This design comes from an exercise in tuning for small area on the open sky130 flow, not from production work.
The RTL was checked by simulation tests, not by an equivalence proof against the original design.
Power and IR drop assume default switching activity.

==> flow/design.v <==
module security
		#(
			parameter	MAIN_MEM_ADDR = 14,
			parameter	CACHE_ADDR = 7,
			parameter 	PREG_PROTECT_LOW = 384,
			parameter 	PREG_PROTECT_HIGH = 767
		)
		(
			input clock,
			input reset,
			input [MAIN_MEM_ADDR-1:0]	mainmem_address,
			input [CACHE_ADDR-1:0]		cache_address,
			input 						MemoryAccess,
			input 						cache_hit,
			input 						cache_miss,
			output	reg					IRQ,
			output	wire				VVV_STATE
		);
localparam	NLINES = 2**CACHE_ADDR;
localparam	IDLE      = 3'b000,
			FIRST_A   = 3'b001,
			FIRST_V   = 3'b010,
			SECOND_VVH = 3'b011,
			SECOND_XAM = 3'b100,	 
			SECOND_AVM = 3'b101,
			ATTACK    = 3'b111;
assign VVV_STATE = 1'b0;
wire attack_space = (mainmem_address < PREG_PROTECT_LOW) | (mainmem_address > PREG_PROTECT_HIGH);
localparam	HI = CACHE_ADDR - CACHE_ADDR/2;
localparam	LO = CACHE_ADDR/2;
localparam	NAOI3 = NLINES / 3;
localparam	NAOI = (NLINES + 2) / 3;
wire [(2**HI)-1:0] rsel_n;
wire [(2**LO)-1:0] csel_n;
wire [NLINES-1:0]  sel;
wire [3*NLINES-1:0] REG_STATES_w;
wire [3*NAOI-1:0]  rd_n;
genvar gi, gj, gb;
generate
	for (gi = 0; gi < 2**HI; gi = gi + 1) begin : g_row
		assign rsel_n[gi] = ~((MemoryAccess & (cache_address[CACHE_ADDR-1:LO] == gi)) | reset);
	end
	for (gj = 0; gj < 2**LO; gj = gj + 1) begin : g_col
		assign csel_n[gj] = ~((cache_address[LO-1:0] == gj) | reset);
	end
	for (gi = 0; gi < 2**HI; gi = gi + 1) begin : g_sr
		for (gj = 0; gj < 2**LO; gj = gj + 1) begin : g_sc
			security_nor2 u_sel (.a(rsel_n[gi]), .b(csel_n[gj]), .y(sel[gi*(2**LO)+gj]));
		end
	end
	for (gb = 0; gb < 3; gb = gb + 1) begin : g_rb
		for (gi = 0; gi < NAOI3; gi = gi + 1) begin : g_ra
			security_aoi222 u_rd (
				.a1(sel[3*gi]),   .a2(REG_STATES_w[3*(3*gi)+gb]),
				.b1(sel[3*gi+1]), .b2(REG_STATES_w[3*(3*gi+1)+gb]),
				.c1(sel[3*gi+2]), .c2(REG_STATES_w[3*(3*gi+2)+gb]),
				.y(rd_n[gb*NAOI+gi]));
		end
		if (NLINES % 3 == 2) begin : g_r2
			security_aoi22 u_rd (
				.a1(sel[NLINES-2]), .a2(REG_STATES_w[3*(NLINES-2)+gb]),
				.b1(sel[NLINES-1]), .b2(REG_STATES_w[3*(NLINES-1)+gb]),
				.y(rd_n[gb*NAOI+NAOI3]));
		end
		if (NLINES % 3 == 1) begin : g_r1
			assign rd_n[gb*NAOI+NAOI3] = ~(sel[NLINES-1] & REG_STATES_w[3*(NLINES-1)+gb]);
		end
	end
endgenerate
reg [3*NLINES-1:0] REG_STATES;
assign REG_STATES_w = REG_STATES;
reg [2:0] state;
reg [2:0] next_state;
wire [2:0] d = reset ? IDLE : next_state;
always @* begin
	state[0] = ~&rd_n[0*NAOI +: NAOI];
	state[1] = ~&rd_n[1*NAOI +: NAOI];
	state[2] = ~&rd_n[2*NAOI +: NAOI];
end
generate
	for (gi = 0; gi < NLINES; gi = gi + 1) begin : g_line
		always @(posedge clock)
			if (sel[gi])
				REG_STATES[3*gi +: 3] <= d;
	end
endgenerate
always @* begin
	case (state)
	IDLE:       next_state = attack_space ? FIRST_A : FIRST_V;
	FIRST_A:    next_state = attack_space ? (cache_hit  ? SECOND_XAM : IDLE)
	                                      : (cache_miss ? SECOND_AVM : IDLE);
	FIRST_V:    next_state = attack_space ? (cache_miss ? SECOND_XAM : IDLE)
	                                      : (cache_hit  ? SECOND_VVH : IDLE);
	SECOND_VVH: next_state = (attack_space ? cache_miss : cache_hit) ? ATTACK : IDLE;
	SECOND_XAM: next_state = (!attack_space & cache_miss) ? ATTACK : IDLE;
	SECOND_AVM: next_state = (!attack_space | cache_miss) ? ATTACK : IDLE;
	default:    next_state = IDLE;
	endcase
end
always @(posedge clock, posedge reset)
	if (reset)
		IRQ <= 1'b0;
	else
		IRQ <= (next_state == ATTACK);
endmodule
module security_nor2 (input a, input b, output y);
assign y = ~(a | b);
endmodule
module security_aoi22 (input a1, input a2, input b1, input b2, output y);
assign y = ~((a1 & a2) | (b1 & b2));
endmodule
module security_aoi222 (input a1, input a2, input b1, input b2, input c1, input c2, output y);
assign y = ~((a1 & a2) | (b1 & b2) | (c1 & c2));
endmodule
Settings: LEC_CHECK=0, CAP_MARGIN=10, CORE_MARGIN=2, CORE_UTILIZATION=45, CTS_BUF_LIST=sky130_fd_sc_hd__clkbuf_8, CTS_CLUSTER_DIAMETER=50, CTS_CLUSTER_SIZE=16, GPL_TIMING_DRIVEN=0, SLEW_MARGIN=10, SYNTH_HIERARCHICAL=1, SYNTH_MINIMUM_KEEP_SIZE=0; clock period 6.0 ns.
standard.sh (not shown) runs the stock make flow with config.mk's settings and CLKGATE_MAP_FILE= SYNTH_SCRIPT=/design/flow/synth_recipe.tcl, a recipe that flattens the netlist after the stock synthesis.
==> flow/flow/run.sh <==
#!/bin/bash
# Own layout flow: the standard flow (standard.sh, standard synthesis unchanged) with
# - input/output port buffers of the smallest buffer cell (resized later by repair_design),
# - clock tree from clkbuf_8 cells without dummy loads,
# - power (area) recovery on paths with positive slack after global routing.
set -euo pipefail
export BUFFER_PORTS_ARGS="-buffer_cell sky130_fd_sc_hd__buf_1"
export CTS_ARGS="-sink_clustering_enable -repair_clock_nets -buf_list sky130_fd_sc_hd__clkbuf_8 -sink_clustering_size 18 -sink_clustering_max_diameter 50 -dont_use_dummy_load"
export RECOVER_POWER=100
bash standard.sh > standard_flow.log 2>&1
The starting point produced a clean layout.
Next try:
CORE_UTILIZATION = 55   (was 45)
What happened: Utilization rose by 10 points; sequential share of layout area climbs by 1.2 points; non-clock buffer count went down by 8; design area fell by 1.5%; combinational power fell by about 4%; synthesized cell count stays the same.
Next try:
--- a/flow/flow/run.sh
+++ b/flow/flow/run.sh
@@ -2,2 +2,4 @@
 # Own layout flow: the standard flow (standard.sh, standard synthesis unchanged) with
+# - synthesis buffers removed at floorplan instead of pre-placement timing repair
+#   (sizing is left to the placement-aware repair steps),
 # - input/output port buffers of the smallest buffer cell (resized later by repair_design),
@@ -6,2 +8,3 @@
 set -euo pipefail
+export REMOVE_ABC_BUFFERS=1
 export BUFFER_PORTS_ARGS="-buffer_cell sky130_fd_sc_hd__buf_1"
=> The changed run went through all stages and came out clean; final area went up slightly; area after synthesis stays the same; global-route usage rose by 0.34 points; via count is higher by a few percent; worst hold slack hardly moves; fmax fell slightly; critical path depth does not change.
Next try:
--- a/flow/flow/run.sh
+++ b/flow/flow/run.sh
@@ -2,4 +2,2 @@
 # Own layout flow: the standard flow (standard.sh, standard synthesis unchanged) with
-# - synthesis buffers removed at floorplan instead of pre-placement timing repair
-#   (sizing is left to the placement-aware repair steps),
 # - input/output port buffers of the smallest buffer cell (resized later by repair_design),
@@ -8,3 +6,2 @@
 set -euo pipefail
-export REMOVE_ABC_BUFFERS=1
 export BUFFER_PORTS_ARGS="-buffer_cell sky130_fd_sc_hd__buf_1"
CORE_UTILIZATION = 68   (was 55)
Effect: Non-clock buffer count climbs by 3. Die area falls by 19%. Register-to-register slack improves by 0.05 ns.
Next try:
==> flow/flow/run.sh (replaced) <==
#!/bin/bash
# Own layout flow: the standard flow (standard.sh, standard synthesis unchanged) with
# - input/output port buffers of the smallest buffer cell (resized later by repair_design),
# - clock tree from clkbuf_4 and clkbuf_8 cells without dummy loads,
# - power (area) recovery on paths with positive slack after global routing.
set -euo pipefail
export BUFFER_PORTS_ARGS="-buffer_cell sky130_fd_sc_hd__buf_1"
export CTS_ARGS="-sink_clustering_enable -repair_clock_nets -buf_list {sky130_fd_sc_hd__clkbuf_4 sky130_fd_sc_hd__clkbuf_8} -sink_clustering_size 8 -sink_clustering_max_diameter 40 -dont_use_dummy_load"
export RECOVER_POWER=100
bash standard.sh > standard_flow.log 2>&1
CORE_UTILIZATION = 55   (was 68)
What happened: The new run completed with no timing, DRC or antenna violations. Routed wire length grows by about 6%. Area after synthesis does not change. Non-clock buffer count stays the same. Die area grows by 23%. Sequential power barely changes. Hold slack improves by 0.0079 ns.
Next try:
==> flow/flow/run.sh (replaced) <==
#!/bin/bash
# Own layout flow: the standard flow (standard.sh, standard synthesis unchanged) with
# - input/output port buffers of the smallest buffer cell (resized later by repair_design),
# - clock tree from clkbuf_8 cells without dummy loads,
# - power (area) recovery on paths with positive slack after global routing.
set -euo pipefail
export BUFFER_PORTS_ARGS="-buffer_cell sky130_fd_sc_hd__buf_1"
export CTS_ARGS="-sink_clustering_enable -repair_clock_nets -buf_list sky130_fd_sc_hd__clkbuf_8 -sink_clustering_size 18 -sink_clustering_max_diameter 50 -dont_use_dummy_load"
export RECOVER_POWER=100
bash standard.sh > standard_flow.log 2>&1
CAP_MARGIN = 0   (was 10)
SLEW_MARGIN = 0   (was 10)
Result:
- worst setup slack gets worse by 0.028 ns
- routed wire length falls by 1.9%
- global-route usage decreases by 0.74 points
- clock-buffer cell count came out lower by 25
- design area drops by about 1.8%
- synthesized cell count is unchanged
- die area stays the same
- core utilization came out lower by 1.1 points
- final cell count drops by about 2.2%
- worst hold slack barely changes
- clock power fell by about 28%

========
== v34 ==
Starts from the design.v that is shown in full above.
clock: 6.0 ns
lec_check: 0
cap_margin: 10
core_margin: 2
core_utilization: 55
cts_buf_list: sky130_fd_sc_hd__clkbuf_8
cts_cluster_diameter: 50
cts_cluster_size: 16
gpl_timing_driven: 0
slew_margin: 10
synth_hierarchical: 1
synth_minimum_keep_size: 0
==> flow/flow/run.sh <==
#!/bin/bash
# Own layout flow: the standard flow (standard.sh, standard synthesis unchanged) with
# - input/output port buffers of the smallest buffer cell (resized later by repair_design),
# - clock tree from clkbuf_16 cells without dummy loads,
# - power (area) recovery on paths with positive slack after global routing.
set -euo pipefail
export BUFFER_PORTS_ARGS="-buffer_cell sky130_fd_sc_hd__buf_1"
export CTS_ARGS="-sink_clustering_enable -repair_clock_nets -buf_list sky130_fd_sc_hd__clkbuf_16 -sink_clustering_size 30 -sink_clustering_max_diameter 80 -dont_use_dummy_load"
export RECOVER_POWER=100
bash standard.sh > standard_flow.log 2>&1
Here is what was changed in the inputs of v58 compared with v34.
Settings: CAP_MARGIN: 10 -> 5; SLEW_MARGIN: 10 -> 5.
--- a/flow/flow/run.sh
+++ b/flow/flow/run.sh
@@ -4 +4 @@
-# - clock tree from clkbuf_16 cells without dummy loads,
+# - clock tree from clkbuf_8 cells without dummy loads,
@@ -8 +8 @@
-export CTS_ARGS="-sink_clustering_enable -repair_clock_nets -buf_list sky130_fd_sc_hd__clkbuf_16 -sink_clustering_size 30 -sink_clustering_max_diameter 80 -dont_use_dummy_load"
+export CTS_ARGS="-sink_clustering_enable -repair_clock_nets -buf_list sky130_fd_sc_hd__clkbuf_8 -sink_clustering_size 18 -sink_clustering_max_diameter 50 -dont_use_dummy_load"
Notes after the runs:
Higher post-synthesis to final-layout area growth among v58 and v34: v58. Row total power consumption of the routed design: v58 lower / v34 higher. From v34 to v58 the numbers moved as follows: share of post-route cells with drive strength above 1 went up 1.7 points; sequential share of layout area went down 0.28 points. Compared v58 against v34; post-route fraction of the period consumed by the critical path within noise. Clock tree buffer count of the final layout: v58 and v34 compared, lower one is v34.
[inputs] v9 vs v58
Settings: changing SLEW_MARGIN from 5 to 10; changing CAP_MARGIN from 5 to 10.
--- a/flow/flow/run.sh
+++ b/flow/flow/run.sh
@@ -2,0 +3,2 @@
+# - every combinational cell downsized to its smallest drive strength before floorplanning
+#   (flow/downsize.tcl, a PRE_FLOORPLAN hook); repair sizes up what timing needs,
@@ -6,0 +9,2 @@
+here="$(cd "$(dirname "${BASH_SOURCE[0]}")" && pwd)"
+export PRE_FLOORPLAN_TCL="$here/downsize.tcl"
@@ -8 +12 @@
-export CTS_ARGS="-sink_clustering_enable -repair_clock_nets -buf_list sky130_fd_sc_hd__clkbuf_8 -sink_clustering_size 18 -sink_clustering_max_diameter 50 -dont_use_dummy_load"
+export CTS_ARGS="-sink_clustering_enable -repair_clock_nets -buf_list sky130_fd_sc_hd__clkbuf_8 -sink_clustering_size 16 -sink_clustering_max_diameter 50 -dont_use_dummy_load"
==> flow/flow/downsize.tcl (new file) <==
# PRE_FLOORPLAN hook: give every combinational cell of the synthesized netlist the
# smallest-area drive strength of its function. Registers, tie cells, clock cells,
# buffers and delay cells are left as synthesis made them. The later repair steps
# (repair_design, repair_timing) size cells back up where timing, slew or load need it.
set db [ord::get_db]
set block [ord::get_db_block]
array set best {}
foreach lib [$db getLibs] {
  foreach m [$lib getMasters] {
    set n [$m getName]
    if { [regexp {^(sky130_fd_sc_hd__[a-z0-9]+)_([0-9]+)$} $n -> base drv] } {
      if { [lsearch -exact $::env(DONT_USE_CELLS) $n] >= 0 } { continue }
      set a [expr { [$m getWidth] * [$m getHeight] }]
      if { ![info exists best($base)] || $a < [lindex $best($base) 1] } {
        set best($base) [list $n $a]
      }
    }
  }
}
set swapped 0
set saved 0
foreach inst [$block getInsts] {
  set m [$inst getMaster]
  set name [$m getName]
  if { ![regexp {^(sky130_fd_sc_hd__([a-z0-9]+))_([0-9]+)$} $name -> base func drv] } { continue }
  if { [regexp {^(df|edf|sdf|sedf|dl|conb|clk|buf|tap|fill|decap|diode|probe|lpflow|ebuf|einv)} $func] } {
    continue
  }
  if { ![info exists best($base)] } { continue }
  set a [expr { [$m getWidth] * [$m getHeight] }]
  if { [lindex $best($base) 1] < $a } {
    replace_cell [$inst getName] [lindex $best($base) 0]
    incr swapped
    set saved [expr { $saved + $a - [lindex $best($base) 1] }]
  }
}
puts "downsize: $swapped instances downsized, [format %.1f [expr { $saved / 1e6 }]] um2 saved"
==> run summary <==
There was hardly any difference in die height between v58 and v9. Looking at the reports, v9 completed the entire flow and the layout it produced met the timing, DRC and antenna checks. Changes observed in v9 relative to v58: number of non-clock buffers higher, global-route track usage on met2 higher, fraction of standard cell area in multi-input logic lower, overall routing resource usage higher, number of antenna cells inserted lower.

==> static timing again, ports no longer ideal <==
In the flow no input, the clock included, has a driving cell. The finished layouts below were timed again as built, in two steps.
Step 1, drivers: a clkbuf_16 drives clock and a buf_2 each remaining input, both assumed.
Step 2 times the ports against the registers' clock, not the clock port: input delays grow and output delays shrink by t, the midpoint of the rising clock arrivals with the driver on.
a / b / c = ideal ports / drivers / drivers and shift; a / b = the first two.
run | shift t [ns] | setup WS [ns] | hold WS [ns] | worst setup path after step 2
the first run of note 1 | 0.561 | 0.200 / 0.227 / -0.335 | 0.837 / 0.810 / 0.960 | input to register
the second run of note 1 | 0.621 | 0.282 / 0.273 / -0.347 | 0.828 / 0.837 / 0.880 | input to register
the third run of note 1 | 0.615 | 0.255 / 0.271 / -0.345 | 0.827 / 0.806 / 1.019 | input to register
the fourth run of note 1 | 0.619 | 0.254 / 0.247 / -0.372 | 0.842 / 0.849 / 0.963 | input to register
the fifth run of note 1 | 0.609 | 0.243 / 0.234 / -0.375 | 0.849 / 0.858 / 1.005 | input to register
the sixth run of note 1 | 0.618 | 0.215 / 0.210 / -0.408 | 0.847 / 0.851 / 0.882 | input to register
v34 | 0.531 | 0.243 / 0.238 / -0.293 | 0.892 / 0.897 / 0.906 | input to register
v58 | 0.617 | 0.245 / 0.241 / -0.376 | 0.881 / 0.881 / 0.881 | input to register
v9 | 0.566 | 0.283 / 0.281 / -0.285 | 0.940 / 0.942 / 1.078 | input to register
Met with ideal ports but missed after step 2: setup timing in every run listed. For the second run of note 1, which loses most, drivers alone change the setup slack by -0.009 ns; drivers and shift together by -0.629 ns.
